This design comes from an exercise in tuning for small area and a short achievable clock period on the open sky130 flow, not from production work.
Function not checked in this run: the RTL went through the layout flow alone.

===== flow/config.mk =====
export PLATFORM = sky130hd
export DESIGN_NAME = IIR
export DESIGN_NICKNAME = IIR
export VERILOG_FILES = /design/flow/design.v
export SDC_FILE = /design/flow/constraint.sdc
export NUM_CORES = 4
export LEC_CHECK = 0
export CAP_MARGIN = 20
export CORE_MARGIN = 2
export CORE_UTILIZATION = 40
export SLEW_MARGIN = 20
export SYNTH_HIERARCHICAL = 1
export SYNTH_MINIMUM_KEEP_SIZE = 0

===== flow/constraint.sdc =====
create_clock -name core_clock -period 17.0 [get_ports {clk}]
set_input_delay 3.4000 -clock core_clock [delete_from_list [all_inputs] [get_ports {clk}]]
set_output_delay 3.4000 -clock core_clock [all_outputs]
set_load 0.01 [all_outputs]

===== flow/design.v =====
module IIR (
    input              clk,
    input              rst_n,
    input        [7:0] adc,
    output       [7:0] dac,
    output             adc_clk,
    output             dac_clk
);
reg [3:0] c;
reg       s;
always @(posedge clk or negedge rst_n)
    if (!rst_n) begin c <= 4'd0; s <= 1'b0; end
    else if (c == 4'd11) begin c <= 4'd0; s <= ~s; end
    else c <= c + 4'd1;
assign adc_clk = s;
assign dac_clk = s;
wire en = (c == 4'd11) & ~s;
reg [18:0] d;
reg [7:0]  x1;
reg [8:0]  y1;
wire [8:0] y;
always @(posedge clk or negedge rst_n)
    if (!rst_n) begin d <= 19'd0; x1 <= 8'd0; y1 <= 9'd0; end
    else if (en) begin d <= sum2[20:2]; x1 <= adc; y1 <= y; end
wire s1;
wire c2;
wire s3;
wire c4;
wire s5;
wire c6;
wire s7;
wire c8;
wire s9;
wire c10;
wire s11;
wire c12;
wire s13;
wire c14;
wire s15;
wire c16;
wire s17;
wire c18;
wire s19;
wire c20;
wire s21;
wire c22;
wire s23;
wire c24;
wire s25;
wire c26;
wire s27;
wire c28;
wire s29;
wire c30;
wire s31;
wire c32;
wire i33;
wire i34;
wire i35;
wire i36;
wire i37;
wire i38;
wire i39;
wire i40;
wire i41;
wire i42;
wire s43;
wire c44;
wire s45;
wire c46;
wire s47;
wire c48;
wire s49;
wire c50;
wire s51;
wire c52;
wire s53;
wire c54;
wire s55;
wire c56;
wire s57;
wire c58;
wire s59;
wire c60;
wire s61;
wire c62;
wire s63;
wire c64;
wire s65;
wire c66;
wire s67;
wire c68;
wire s69;
wire c70;
wire s71;
wire c72;
wire s73;
wire c74;
wire s75;
wire c76;
wire s77;
wire c78;
wire s79;
wire c80;
wire s81;
wire c82;
wire s83;
wire c84;
wire s85;
wire c86;
wire s87;
wire c88;
wire s89;
wire c90;
wire s91;
wire c92;
wire s93;
wire c94;
wire s95;
wire c96;
wire s97;
wire c98;
wire s99;
wire c100;
wire s101;
wire c102;
wire s103;
wire c104;
wire s105;
wire c106;
wire s107;
wire c108;
wire s109;
wire c110;
wire s111;
wire c112;
wire s113;
wire c114;
wire s115;
wire c116;
wire s117;
wire c118;
wire s119;
wire c120;
wire s121;
wire c122;
wire s123;
wire c124;
wire s125;
wire c126;
wire s127;
wire c128;
wire s129;
wire c130;
wire s131;
wire c132;
wire s133;
wire c134;
wire s135;
wire c136;
wire s137;
wire c138;
wire s139;
wire c140;
wire s141;
wire c142;
wire s143;
wire c144;
wire s145;
wire c146;
wire s147;
wire c148;
wire s149;
wire c150;
wire s151;
wire c152;
wire s153;
wire c154;
wire s155;
wire c156;
wire s157;
wire c158;
wire s159;
wire c160;
wire s161;
wire c162;
wire s163;
wire c164;
wire s165;
wire c166;
wire s167;
wire c168;
wire s169;
wire c170;
wire s171;
wire c172;
wire s173;
wire c174;
wire s175;
wire c176;
wire s177;
wire c178;
wire s179;
wire c180;
wire s181;
wire c182;
wire s183;
wire c184;
wire s185;
wire c186;
wire s187;
wire c188;
wire s189;
wire c190;
wire s191;
wire c192;
wire s193;
wire c194;
wire s195;
wire c196;
wire s197;
wire c198;
wire s199;
wire c200;
wire s201;
wire c202;
wire s203;
wire c204;
wire s205;
wire c206;
wire s207;
wire c208;
wire s209;
wire c210;
wire s211;
wire c212;
wire s213;
wire c214;
wire s215;
wire c216;
wire s217;
wire c218;
wire s219;
wire c220;
wire s221;
wire c222;
wire s223;
wire c224;
wire s225;
wire c226;
wire s227;
wire c228;
wire s229;
wire c230;
wire s231;
wire c232;
wire s233;
wire c234;
wire s235;
wire c236;
wire s237;
wire c238;
wire s239;
wire c240;
wire s241;
wire c242;
wire s243;
wire c244;
wire s245;
wire c246;
wire s247;
wire c248;
wire s249;
wire c250;
wire s251;
wire c252;
wire s253;
wire c254;
wire s255;
wire c256;
wire s257;
wire c258;
wire s259;
wire c260;
wire s261;
wire c262;
wire s263;
wire c264;
wire s265;
wire c266;
wire s267;
wire c268;
wire s269;
wire c270;
wire s271;
wire c272;
wire s273;
wire c274;
wire s275;
wire c276;
wire s277;
wire c278;
wire s279;
wire c280;
wire s281;
wire c282;
wire s283;
wire c284;
wire s285;
wire c286;
wire s287;
wire c288;
wire s289;
wire c290;
wire s291;
wire c292;
wire s293;
wire c294;
wire s295;
wire c296;
wire s297;
wire c298;
wire s299;
wire c300;
wire s301;
wire c302;
wire s303;
wire c304;
wire s305;
wire c306;
wire s307;
wire c308;
wire s309;
wire c310;
wire s311;
wire c312;
wire s313;
wire c314;
wire s315;
wire c316;
wire s317;
wire c318;
wire [18:0] sum1;
assign sum1 = {d[18], d[17], d[16], d[15], c32, c30, c28, c26, c24, c22, c20, c18, c16, c14, c12, c10, s9, d[1], d[0]} + {1'b0, 1'b0, 1'b0, 1'b0, d[14], s31, s29, s27, s25, s23, s21, s19, s17, s15, s13, s11, adc[0], adc[1], adc[0]};
wire [20:0] sum2;
assign sum2 = {c316, c314, c312, c310, c308, c306, c304, c302, c300, c298, c296, c294, c292, c290, c288, c286, c284, c282, c280, s279, y1[0]} + {s317, s315, s313, s311, s309, s307, s305, s303, s301, s299, s297, s295, s293, s291, s289, s287, s285, s283, s281, y[0], adc[0]};
assign s1 = d[6] ^ adc[6];
assign c2 = d[6] & adc[6];
iir_fa us3 (.a(d[7]), .b(adc[7]), .c(adc[5]), .s(s3), .co(c4));
assign s5 = d[8] ^ adc[6];
assign c6 = d[8] & adc[6];
assign s7 = d[9] ^ adc[7];
assign c8 = d[9] & adc[7];
assign s9 = d[2] ^ adc[2];
assign c10 = d[2] & adc[2];
iir_fa us11 (.a(d[3]), .b(adc[3]), .c(adc[1]), .s(s11), .co(c12));
iir_fa us13 (.a(d[4]), .b(adc[4]), .c(adc[2]), .s(s13), .co(c14));
iir_fa us15 (.a(d[5]), .b(adc[5]), .c(adc[3]), .s(s15), .co(c16));
iir_fa us17 (.a(adc[4]), .b(adc[0]), .c(s1), .s(s17), .co(c18));
iir_fa us19 (.a(adc[1]), .b(c2), .c(s3), .s(s19), .co(c20));
iir_fa us21 (.a(adc[2]), .b(s5), .c(c4), .s(s21), .co(c22));
iir_fa us23 (.a(adc[3]), .b(c6), .c(s7), .s(s23), .co(c24));
iir_fa us25 (.a(d[10]), .b(adc[4]), .c(c8), .s(s25), .co(c26));
assign s27 = d[11] ^ adc[5];
assign c28 = d[11] & adc[5];
assign s29 = d[12] ^ adc[6];
assign c30 = d[12] & adc[6];
assign s31 = d[13] ^ adc[7];
assign c32 = d[13] & adc[7];
assign i33 = ~y1[8];
assign i34 = ~y1[0];
assign i35 = ~y1[1];
assign i36 = ~y1[2];
assign i37 = ~y1[3];
assign i38 = ~y1[4];
assign i39 = ~y1[5];
assign i40 = ~y1[6];
assign i41 = ~y1[7];
assign i42 = ~y[8];
assign s43 = x1[7] ^ x1[5];
assign c44 = x1[7] & x1[5];
assign s45 = ~(x1[3] ^ x1[1]);
assign c46 = x1[3] | x1[1];
iir_fa us47 (.a(x1[4]), .b(x1[2]), .c(y1[6]), .s(s47), .co(c48));
assign s49 = y1[4] ^ i35;
assign c50 = y1[4] & i35;
assign s51 = ~(x1[5] ^ x1[3]);
assign c52 = x1[5] | x1[3];
iir_fa us53 (.a(y1[7]), .b(y1[5]), .c(i36), .s(s53), .co(c54));
iir_fa us55 (.a(i34), .b(adc[7]), .c(adc[4]), .s(s55), .co(c56));
assign s57 = ~(x1[6] ^ x1[4]);
assign c58 = x1[6] | x1[4];
iir_fa us59 (.a(x1[0]), .b(y1[6]), .c(i33), .s(s59), .co(c60));
iir_fa us61 (.a(i37), .b(i35), .c(adc[5]), .s(s61), .co(c62));
assign s63 = adc[3] ^ y[7];
assign c64 = adc[3] & y[7];
iir_fa us65 (.a(x1[1]), .b(y1[7]), .c(y1[0]), .s(s65), .co(c66));
iir_fa us67 (.a(i38), .b(i36), .c(s43), .s(s67), .co(c68));
iir_fa us69 (.a(adc[6]), .b(adc[4]), .c(adc[0]), .s(s69), .co(c70));
iir_fa us71 (.a(y[6]), .b(y[3]), .c(y[0]), .s(s71), .co(c72));
iir_fa us73 (.a(x1[6]), .b(x1[2]), .c(y1[1]), .s(s73), .co(c74));
iir_fa us75 (.a(i33), .b(i39), .c(i37), .s(s75), .co(c76));
iir_fa us77 (.a(c44), .b(adc[7]), .c(adc[5]), .s(s77), .co(c78));
iir_fa us79 (.a(adc[1]), .b(y[7]), .c(y[4]), .s(s79), .co(c80));
assign s81 = ~(x1[7] ^ x1[3]);
assign c82 = x1[7] | x1[3];
iir_fa us83 (.a(y1[2]), .b(i40), .c(i38), .s(s83), .co(c84));
iir_fa us85 (.a(i34), .b(adc[6]), .c(adc[2]), .s(s85), .co(c86));
assign s87 = y[5] ^ y[2];
assign c88 = y[5] & y[2];
assign s89 = ~(x1[4] ^ y1[3]);
assign c90 = x1[4] | y1[3];
iir_fa us91 (.a(i41), .b(i39), .c(i35), .s(s91), .co(c92));
iir_fa us93 (.a(adc[7]), .b(adc[3]), .c(y[6]), .s(s93), .co(c94));
iir_fa us95 (.a(x1[5]), .b(y1[8]), .c(y1[4]), .s(s95), .co(c96));
assign s97 = i40 ^ i36;
assign c98 = i40 & i36;
assign s99 = x1[6] ^ y1[5];
assign c100 = x1[6] & y1[5];
assign s101 = x1[1] ^ y1[3];
assign c102 = x1[1] & y1[3];
iir_fa us103 (.a(x1[2]), .b(x1[0]), .c(y1[4]), .s(s103), .co(c104));
assign s105 = y1[2] ^ adc[4];
assign c106 = y1[2] & adc[4];
iir_fa us107 (.a(y1[5]), .b(y1[3]), .c(i34), .s(s107), .co(c108));
iir_fa us109 (.a(s45), .b(adc[5]), .c(adc[2]), .s(s109), .co(c110));
assign s111 = adc[0] ^ y[4];
assign c112 = adc[0] & y[4];
iir_fa us113 (.a(c46), .b(s49), .c(s47), .s(s113), .co(c114));
iir_fa us115 (.a(adc[6]), .b(adc[3]), .c(adc[1]), .s(s115), .co(c116));
iir_fa us117 (.a(y[5]), .b(y[3]), .c(y[0]), .s(s117), .co(c118));
iir_fa us119 (.a(s51), .b(c50), .c(c48), .s(s119), .co(c120));
iir_fa us121 (.a(s53), .b(adc[2]), .c(s55), .s(s121), .co(c122));
iir_fa us123 (.a(y[6]), .b(y[4]), .c(y[1]), .s(s123), .co(c124));
iir_fa us125 (.a(c52), .b(s57), .c(c54), .s(s125), .co(c126));
iir_fa us127 (.a(s59), .b(c56), .c(s61), .s(s127), .co(c128));
iir_fa us129 (.a(y[5]), .b(y[2]), .c(s63), .s(s129), .co(c130));
iir_fa us131 (.a(c58), .b(s65), .c(c60), .s(s131), .co(c132));
iir_fa us133 (.a(s67), .b(c62), .c(s69), .s(s133), .co(c134));
iir_fa us135 (.a(i42), .b(c64), .c(s71), .s(s135), .co(c136));
iir_fa us137 (.a(c66), .b(s73), .c(s75), .s(s137), .co(c138));
iir_fa us139 (.a(c68), .b(c70), .c(s77), .s(s139), .co(c140));
iir_fa us141 (.a(y[1]), .b(c72), .c(s79), .s(s141), .co(c142));
iir_fa us143 (.a(s81), .b(c74), .c(c76), .s(s143), .co(c144));
iir_fa us145 (.a(s83), .b(c78), .c(s85), .s(s145), .co(c146));
iir_fa us147 (.a(i42), .b(s87), .c(c80), .s(s147), .co(c148));
iir_fa us149 (.a(c82), .b(s89), .c(c84), .s(s149), .co(c150));
iir_fa us151 (.a(s91), .b(c86), .c(y[3]), .s(s151), .co(c152));
iir_fa us153 (.a(y[0]), .b(c88), .c(s93), .s(s153), .co(c154));
iir_fa us155 (.a(c90), .b(s97), .c(s95), .s(s155), .co(c156));
iir_fa us157 (.a(c92), .b(adc[4]), .c(y[7]), .s(s157), .co(c158));
iir_fa us159 (.a(y[4]), .b(y[1]), .c(c94), .s(s159), .co(c160));
iir_fa us161 (.a(i41), .b(i37), .c(s99), .s(s161), .co(c162));
iir_fa us163 (.a(c98), .b(c96), .c(adc[5]), .s(s163), .co(c164));
iir_fa us165 (.a(y[5]), .b(y[2]), .c(i42), .s(s165), .co(c166));
iir_fa us167 (.a(x1[7]), .b(y1[8]), .c(y1[6]), .s(s167), .co(c168));
iir_fa us169 (.a(i38), .b(c100), .c(adc[6]), .s(s169), .co(c170));
assign s171 = y[6] ^ y[3];
assign c172 = y[6] & y[3];
assign s173 = ~(y1[7] ^ i39);
assign c174 = y1[7] | i39;
assign s175 = adc[7] ^ y[7];
assign c176 = adc[7] & y[7];
assign s177 = ~i33;
assign c178 = i33;
assign s179 = x1[0] ^ y1[2];
assign c180 = x1[0] & y1[2];
iir_fa us181 (.a(y1[1]), .b(s101), .c(adc[3]), .s(s181), .co(c182));
assign s183 = adc[0] ^ y[2];
assign c184 = adc[0] & y[2];
iir_fa us185 (.a(c102), .b(s103), .c(adc[1]), .s(s185), .co(c186));
iir_fa us187 (.a(s105), .b(y[3]), .c(y[1]), .s(s187), .co(c188));
iir_fa us189 (.a(c104), .b(s107), .c(c106), .s(s189), .co(c190));
iir_fa us191 (.a(s109), .b(y[2]), .c(s111), .s(s191), .co(c192));
iir_fa us193 (.a(c108), .b(s113), .c(c110), .s(s193), .co(c194));
iir_fa us195 (.a(s115), .b(c112), .c(s117), .s(s195), .co(c196));
iir_fa us197 (.a(c114), .b(s119), .c(c116), .s(s197), .co(c198));
iir_fa us199 (.a(s121), .b(c118), .c(s123), .s(s199), .co(c200));
iir_fa us201 (.a(c120), .b(s125), .c(c122), .s(s201), .co(c202));
iir_fa us203 (.a(s127), .b(c124), .c(s129), .s(s203), .co(c204));
iir_fa us205 (.a(c126), .b(s131), .c(c128), .s(s205), .co(c206));
iir_fa us207 (.a(s133), .b(c130), .c(s135), .s(s207), .co(c208));
iir_fa us209 (.a(c132), .b(s137), .c(c134), .s(s209), .co(c210));
iir_fa us211 (.a(s139), .b(c136), .c(s141), .s(s211), .co(c212));
iir_fa us213 (.a(c138), .b(s143), .c(c140), .s(s213), .co(c214));
iir_fa us215 (.a(s145), .b(c142), .c(s147), .s(s215), .co(c216));
iir_fa us217 (.a(c144), .b(s149), .c(c146), .s(s217), .co(c218));
iir_fa us219 (.a(s151), .b(c148), .c(s153), .s(s219), .co(c220));
iir_fa us221 (.a(c150), .b(s155), .c(c152), .s(s221), .co(c222));
iir_fa us223 (.a(s157), .b(c154), .c(s159), .s(s223), .co(c224));
iir_fa us225 (.a(s161), .b(c156), .c(s163), .s(s225), .co(c226));
iir_fa us227 (.a(c158), .b(s165), .c(c160), .s(s227), .co(c228));
iir_fa us229 (.a(s167), .b(c162), .c(c164), .s(s229), .co(c230));
iir_fa us231 (.a(s169), .b(s171), .c(c166), .s(s231), .co(c232));
iir_fa us233 (.a(s173), .b(c168), .c(c170), .s(s233), .co(c234));
iir_fa us235 (.a(y[4]), .b(c172), .c(s175), .s(s235), .co(c236));
iir_fa us237 (.a(i40), .b(s177), .c(c174), .s(s237), .co(c238));
iir_fa us239 (.a(y[5]), .b(i42), .c(c176), .s(s239), .co(c240));
assign s241 = c178 ^ i41;
assign c242 = c178 & i41;
assign s243 = y1[0] ^ s179;
assign c244 = y1[0] & s179;
iir_fa us245 (.a(c180), .b(s181), .c(y[0]), .s(s245), .co(c246));
iir_fa us247 (.a(c182), .b(s185), .c(c184), .s(s247), .co(c248));
iir_fa us249 (.a(c186), .b(s189), .c(c188), .s(s249), .co(c250));
iir_fa us251 (.a(c190), .b(s193), .c(c192), .s(s251), .co(c252));
iir_fa us253 (.a(c194), .b(s197), .c(c196), .s(s253), .co(c254));
iir_fa us255 (.a(c198), .b(s201), .c(c200), .s(s255), .co(c256));
iir_fa us257 (.a(c202), .b(s205), .c(c204), .s(s257), .co(c258));
iir_fa us259 (.a(c206), .b(s209), .c(c208), .s(s259), .co(c260));
iir_fa us261 (.a(c210), .b(s213), .c(c212), .s(s261), .co(c262));
iir_fa us263 (.a(c214), .b(s217), .c(c216), .s(s263), .co(c264));
iir_fa us265 (.a(c218), .b(s221), .c(c220), .s(s265), .co(c266));
iir_fa us267 (.a(s225), .b(c222), .c(c224), .s(s267), .co(c268));
iir_fa us269 (.a(c226), .b(s229), .c(s231), .s(s269), .co(c270));
iir_fa us271 (.a(c230), .b(s233), .c(s235), .s(s271), .co(c272));
iir_fa us273 (.a(s237), .b(c234), .c(c236), .s(s273), .co(c274));
iir_fa us275 (.a(s241), .b(c238), .c(y[6]), .s(s275), .co(c276));
assign s277 = y1[8] ^ c242;
assign c278 = y1[8] & c242;
assign s279 = y1[1] ^ adc[1];
assign c280 = y1[1] & adc[1];
iir_fa us281 (.a(s243), .b(adc[2]), .c(y[1]), .s(s281), .co(c282));
iir_fa us283 (.a(c244), .b(s183), .c(s245), .s(s283), .co(c284));
iir_fa us285 (.a(c246), .b(s187), .c(s247), .s(s285), .co(c286));
iir_fa us287 (.a(c248), .b(s191), .c(s249), .s(s287), .co(c288));
iir_fa us289 (.a(c250), .b(s195), .c(s251), .s(s289), .co(c290));
iir_fa us291 (.a(s199), .b(c252), .c(s253), .s(s291), .co(c292));
iir_fa us293 (.a(s203), .b(c254), .c(s255), .s(s293), .co(c294));
iir_fa us295 (.a(c256), .b(s207), .c(s257), .s(s295), .co(c296));
iir_fa us297 (.a(s211), .b(c258), .c(s259), .s(s297), .co(c298));
iir_fa us299 (.a(s215), .b(c260), .c(s261), .s(s299), .co(c300));
iir_fa us301 (.a(s219), .b(c262), .c(s263), .s(s301), .co(c302));
iir_fa us303 (.a(s223), .b(c264), .c(s265), .s(s303), .co(c304));
iir_fa us305 (.a(s227), .b(c266), .c(s267), .s(s305), .co(c306));
iir_fa us307 (.a(c228), .b(s269), .c(c268), .s(s307), .co(c308));
iir_fa us309 (.a(c232), .b(s271), .c(c270), .s(s309), .co(c310));
iir_fa us311 (.a(s239), .b(c272), .c(s273), .s(s311), .co(c312));
iir_fa us313 (.a(s275), .b(c240), .c(c274), .s(s313), .co(c314));
iir_fa us315 (.a(s277), .b(y[7]), .c(c276), .s(s315), .co(c316));
assign s317 = c278 ^ i42;
assign c318 = c278 & i42;
assign y = sum1[18:10];
assign dac = y[7:0];
endmodule
module iir_fa (input a, input b, input c, output s, output co);
assign s = a ^ b ^ c;
assign co = (a & b) | (a & c) | (b & c);
endmodule

===== flow/flow/run.sh =====
#!/bin/bash
# Standard ORFS layout, with plain buffers (buf_2) on the ports instead of the
# delay-cell buffers buffer_ports picks by default.
set -o pipefail
cp standard.sh standard_sh.txt
export BUFFER_PORTS_ARGS="-buffer_cell sky130_fd_sc_hd__buf_2"
bash standard.sh > standard.log 2>&1

===== flow/standard.sh =====
#!/bin/bash
# synth_recipe.tcl (not shown) runs the flow's synth.tcl, then flattens the netlist and writes it again
# the make line also repeats each setting of config.mk as NAME=value (left out here)
make -C /OpenROAD-flow-scripts/flow DESIGN_CONFIG=/design/flow/config.mk WORK_HOME=/design/flow/orfs CLKGATE_MAP_FILE= SYNTH_SCRIPT=/design/flow/synth_recipe.tcl "${@:-finish}"

==> metrics.csv <==
metric;value;unit
grt ovf;0;
flops & latches, synth;41;
Hold WC Path Type;reg -> reg;
cts repair resizes;0;
status;no timing/DRC/antenna violations;
first-pass GRT wire length;21.7;mm
# nets final;677;
Slowest-stage cell, CP;xnor2_1;
Worst slew margin;0.309;
final setup margin;5.96;ns
wl on met1;5.62;mm
Wirelength per Cell;19.1;um
Core Rows;43;
final wirelength;12.6;mm
Setup violations, final;0;
Max Clock Skew;0.00773;ns
Final Cycle Share;0.649;
worst-skew pair later-pin latency;0.29;ns
CP Max Fanout;8;
Post-CTS Setup Repair Bufs;0;
Detailed Routing Iterations Pass 1;4;
Starting Density;0.409;
Slew @ Worst Pin;1.03;ns
Synth top area share;0.430;
DP HPWL;10.3;mm
Mapped Area;5680;um2
Root Driver;clkbuf_16;
GPL Wtd Cong;0.864;
# IOs;20;
top sig layer;met4;
DIE AREA;15200;um2
Place WS;5.68;ns
commonest non-fill, non-tap cell in the layout;fa_1;
Vias;3535;
Mapped Avg Cell Area;12.1;um2
CP dominant cell by count;fa_1;
CP Capture Type;flip-flop;
Clock Path Buffers;2;
crit path DAT;11.22;ns
RSZ-0062 raised after global routing;false;
drc violations;0;
Final Non-Filler Cells;662;
syn_nets;664;
placed insts;654;
min cycle time layout;11.04;ns
Yosys top cell by area;fa_1;
Chip Width;123;um
largest net degree at the start of global routing;61;
post-synthesis sequential area ratio;0.181;
Max Cap Viol;0;
post-route antenna net violation count;0;
gr usage total;0.193;
hold buffer count at cts;0;
Post-synth top flop;dfrtp_1;
critical path buffer and inverter count;1;
number of global-route vias before repair;4088;
buffers added on ports;19;
fillers;1325;
Num CTS Buffers;5;
total number of yosys warnings;7;
crit-path leading delay family;adder cells;
post-synth cell types;40;
Syn Inst Count;468;
Area growth syn-to-layout;7.93;%
number of synthesized flops with an enable pin;0;
Worst setup SP type;input port;
multi-input logic area;4440;um2
Via density;5.34;
clock slew seen by the registers of the worst setup and hold paths;0.06;ns
WS Path Type;in -> reg;
H-tree depth;2;
CTS tree;built;
Post-synth ARST share;1.00;
setup TNS;0;ns
core outline area;13900;um2
count of final hold-check violations;0;
Slew Viols, Final;0;
Max Clock Freq;90.6;MHz
Worst Path Required;17.18;ns
top post-synthesis cells by area;fa_1, dfrtp_1, ha_1;
antenna violations before repair;0;
Die Ht;123;um
ANT cells;0;
max incr delay on CP;0.67;ns
detailed router's first-iteration violation count;149;
most frequent cells in the layout;fa_1, ha_1, dfrtp_1;
WL met3;667;um
met2 WL;6.17;mm
register area;1030;um2
clock sinks;41;
layout cells sized above 1;0.112;
==> Yosys cell counts, drive strengths merged (10+ instances only) <==
library cell,number
fa,122
inv,32
nor2,21
nand2,39
buf,10
xor2,10
a21oi,16
xnor2,11
o21ai,22
dfrtp,41
ha,64
mux2,14
==> kinds of logic (layout without fill, tap and decap cells) <==
family	Yosys count	in the layout	synth area share
and+or+nand+nor	91	91	0.0709
xor gates and xnor gates	21	21	0.0324
muxes	15	15	0.0295
adders and majority gates	186	186	0.571
DFF	41	41	0.181
AOI/OAI and AO/OA	65	65	0.0773
buffers and inverters	49	63	0.0383
==> final timing paths <==
| kind | startpoint | end | slack [ns] | cells past startpoint |
|---|---|---|---|---|
| worst min register to register | c[0]$_DFF_PN0_ | c[0]$_DFF_PN0_ | 0.45 | 1 |
| worst max register to register | d[7]$_DFFE_PN0P_ | d[18]$_DFFE_PN0P_ | 8.93 | 26 |
| worst min-delay path | c[0]$_DFF_PN0_ | c[0]$_DFF_PN0_ | 0.45 | 1 |
| worst max-delay path | adc[5] | d[18]$_DFFE_PN0P_ | 5.96 | 27 |
| max in group asynchronous | rst_n | d[14]$_DFFE_PN0P_ | 13.49 | 1 |
| min in group asynchronous | rst_n | y1[0]$_DFFE_PN0P_ | 3.11 | 1 |
==> per-stage QoR <==
step / cell area [um2] / hold WS, ns / util
after detailed placement: 5930 / 0.450 / 0.428
after global routing: 6130 / 0.495 / 0.442
after global placement: 5930 / 0.444 / 0.428
final: 6130 / 0.454 / 0.442
after CTS: 6120 / 0.459 / 0.441
after floorplan: 5680 / 0.430 / -
==> flip-flops by register name, indices dropped and copies added, names as in the netlist <==
| name | cells |
|---|---|
| d | 19 |
| x1 | 8 |
| c | 4 |
| y1 | 9 |
| s | 1 |
==> Yosys stat by module (local to each module, per instance) <==
module,cells inside,flops+latches,times used,cell area [um2]
iir_fa,1,0,122,20.0
IIR,346,41,1,3240
==> layout make-up <==
cell class,count,share of cell area
multi-input cells,378,0.724
flip-flops and latches,41,0.167
well taps,180,0.0367
repair buffers,23,0.0208
clock buffers,5,0.0204
inverters,32,0.0196
clock inverters,3,0.0106
==> metal layers <==
metal | vias to the layer above | global-route usage
met3 | 16 | 0.0374
met1 | 1849 | 0.264
met2 | 76 | 0.319
li1 | 1594 | -
met5 | - | 0
met4 | 0 | 0.0419

-- static timing again, ports no longer ideal --
Ports are ideal in the flow. The routed layout listed here was re-timed in OpenROAD. Step 1 assumes that a clkbuf_16 drives the clock port and a buf_2 every other input. Step 2, shift: input delay + t, output delay - t, t = (earliest + latest rising clock arrival at the registers) / 2. This alone moves slack from input paths to output paths. a / b / c = ideal / step 1 / step 2; a / b = the first two.
shift t [ns]: 0.327
slack for setup (ns): 5.962 / 5.977 / 5.650
worst setup path at the end: input to register
slew at the worst register clock pin (ns): 0.07 / 0.07
After both steps setup and hold are still met in this run. The setup slack of this run moves by +0.015 ns with the drivers and by -0.312 ns with both steps.
